Context: an optimization exercise on an open-source flow, tuned for small area. The choices shown serve that exercise and are no tape-out recipe.
The RTL was checked by simulation tests, not by an equivalence proof against the original design.
The flow treats the clock pin as an ideal source, which a real chip does not have.

## task4_2
module task4_2(output [95:0] yout,
               output done,
               input data, start, clk);
Settings: LEC_CHECK=0, CAP_MARGIN=20, CORE_MARGIN=2, CORE_UTILIZATION=40, SLEW_MARGIN=20; clock period 7.0 ns.
standard.sh (not shown) runs the stock make flow with config.mk's settings and CLKGATE_MAP_FILE= SYNTH_SCRIPT=/design/flow/synth_recipe.tcl, a recipe that flattens the netlist after the stock synthesis.
==> flow/flow/run.sh <==
#!/bin/bash
# The standard layout with three changes:
#  - after the standard synthesis, flow/xorsyn.py rebuilds the netlist's
#    XOR network (the convolutional-code outputs) with fewer gates; the
#    registers and all other cells are kept as synthesised;
#  - the port buffers are the smallest buffer cell;
#  - clock tree synthesis adds no dummy load cells.
set -uo pipefail
R=orfs/results/${FLOW_PLATFORM}/task4_2/base
KNOBS=("BUFFER_PORTS_ARGS=-buffer_cell sky130_fd_sc_hd__buf_1"
       "CTS_ARGS=-sink_clustering_enable -repair_clock_nets -dont_use_dummy_load")
bash standard.sh "${KNOBS[@]}" synth > synth.log 2>&1 || { tail -n 30 synth.log; exit 1; }
cp "$R/1_2_yosys.v" "$R/1_2_yosys_abc.v"
python3 flow/xorsyn.py "$R/1_2_yosys_abc.v" "$R/1_2_yosys.v" > xorsyn.log 2>&1 || { cat xorsyn.log; exit 1; }
cat xorsyn.log
rm -f "$R/1_synth.odb" "$R/1_synth.sdc"
bash standard.sh "${KNOBS[@]}" finish > standard.log 2>&1
rc=$?
tail -n 30 standard.log
exit $rc
Other scripts of this flow, unchanged in this note and not shown: flow/flow/clkbuf.py, flow/flow/xorsyn.py
Then changed:
--- a/flow/flow/run.sh
+++ b/flow/flow/run.sh
@@ -11 +11,2 @@
-       "CTS_ARGS=-sink_clustering_enable -repair_clock_nets -dont_use_dummy_load")
+       "CTS_ARGS=-sink_clustering_enable -repair_clock_nets -dont_use_dummy_load -clk_nets clk"
+       "PRE_CTS_TCL=$PWD/flow/pre_cts.tcl")
==> flow/flow/pre_cts.tcl (new file) <==
# The clock port drives a few clock buffers directly; each buffer drives the
# clock pins of one group of registers (groups by k-means on the register
# positions) and sits at its group's centre. Clock tree synthesis then only
# sees the port's net, whose sinks are these buffers.
set cell sky130_fd_sc_hd__clkbuf_8
set k 4
set block [ord::get_db_block]
set dbu [$block getDbUnitsPerMicron]
set net [$block findNet clk]
set pins {}
foreach it [$net getITerms] {
  set box [[$it getInst] getBBox]
  lappend pins [list [$it getInst] [$it getMTerm] \
    [expr {([$box xMin] + [$box xMax]) / 2.0 / $dbu}] \
    [expr {([$box yMin] + [$box yMax]) / 2.0 / $dbu}]]
}
# k-means, started from points spread along x
set sorted [lsort -real -index 2 $pins]
set n [llength $sorted]
set cx {}
set cy {}
for {set i 0} {$i < $k} {incr i} {
  set p [lindex $sorted [expr {int(($i + 0.5) * $n / $k)}]]
  lappend cx [lindex $p 2]
  lappend cy [lindex $p 3]
}
for {set iter 0} {$iter < 50} {incr iter} {
  set groups {}
  for {set i 0} {$i < $k} {incr i} { lappend groups {} }
  foreach p $pins {
    set best 0
    set bd 1e30
    for {set i 0} {$i < $k} {incr i} {
      set d [expr {abs([lindex $p 2] - [lindex $cx $i]) + abs([lindex $p 3] - [lindex $cy $i])}]
      if {$d < $bd} { set bd $d; set best $i }
    }
    lset groups $best [concat [lindex $groups $best] [list $p]]
  }
  for {set i 0} {$i < $k} {incr i} {
    set g [lindex $groups $i]
    if {[llength $g] == 0} continue
    set sx 0.0; set sy 0.0
    foreach p $g { set sx [expr {$sx + [lindex $p 2]}]; set sy [expr {$sy + [lindex $p 3]}] }
    lset cx $i [expr {$sx / [llength $g]}]
    lset cy $i [expr {$sy / [llength $g]}]
  }
}
for {set i 0} {$i < $k} {incr i} {
  set g [lindex $groups $i]
  if {[llength $g] == 0} continue
  set loads {}
  foreach p $g {
    lappend loads [get_pins "[[lindex $p 0] getName]/[[lindex $p 1] getName]"]
  }
  puts "pre_cts: clock buffer $i for [llength $g] clock pins at ([lindex $cx $i], [lindex $cy $i])"
  insert_buffer -buffer_cell $cell -net clk -load_pins $loads \
    -location [list [lindex $cx $i] [lindex $cy $i]] \
    -buffer_name clkleaf$i -net_name clk_leaf$i
}
What happened:
- critical path depth does not change
- utilization is lower by 0.19 points
- worst hold slack stays flat
- synthesized cell count is unchanged
- sequential share of layout area came out higher by 0.18 points
- routed wire length barely changes
- setup slack gets better by 0.14 ns
- cell area falls by 0.39%
- clock skew went down by 0.020 ns

static timing again, ports no longer ideal:
Ports are ideal in the flow. The routed layouts listed here were re-timed in OpenROAD.
Step 1 sets driving cells, clkbuf_16 on the clock port and buf_2 on the other inputs (assumed; they add their load-dependent delay and slew).
Step 2 times the ports against the registers' clock, not the clock port: input delays grow and output delays shrink by t, the midpoint of the rising clock arrivals with the driver on.
a / b / c = no drivers / after step 1 / after step 2; a / b = the first two.
| run | t (ns) | setup WS [ns] | pins driven straight from the clock port |
|---|---|---|---|
| the first run | 0.310 | 3.741 / 3.712 / 4.023 | 1 |
| the second run | 0.196 | 3.876 / 3.821 / 4.017 | 4 |
After both steps setup and hold are still met in every run listed.
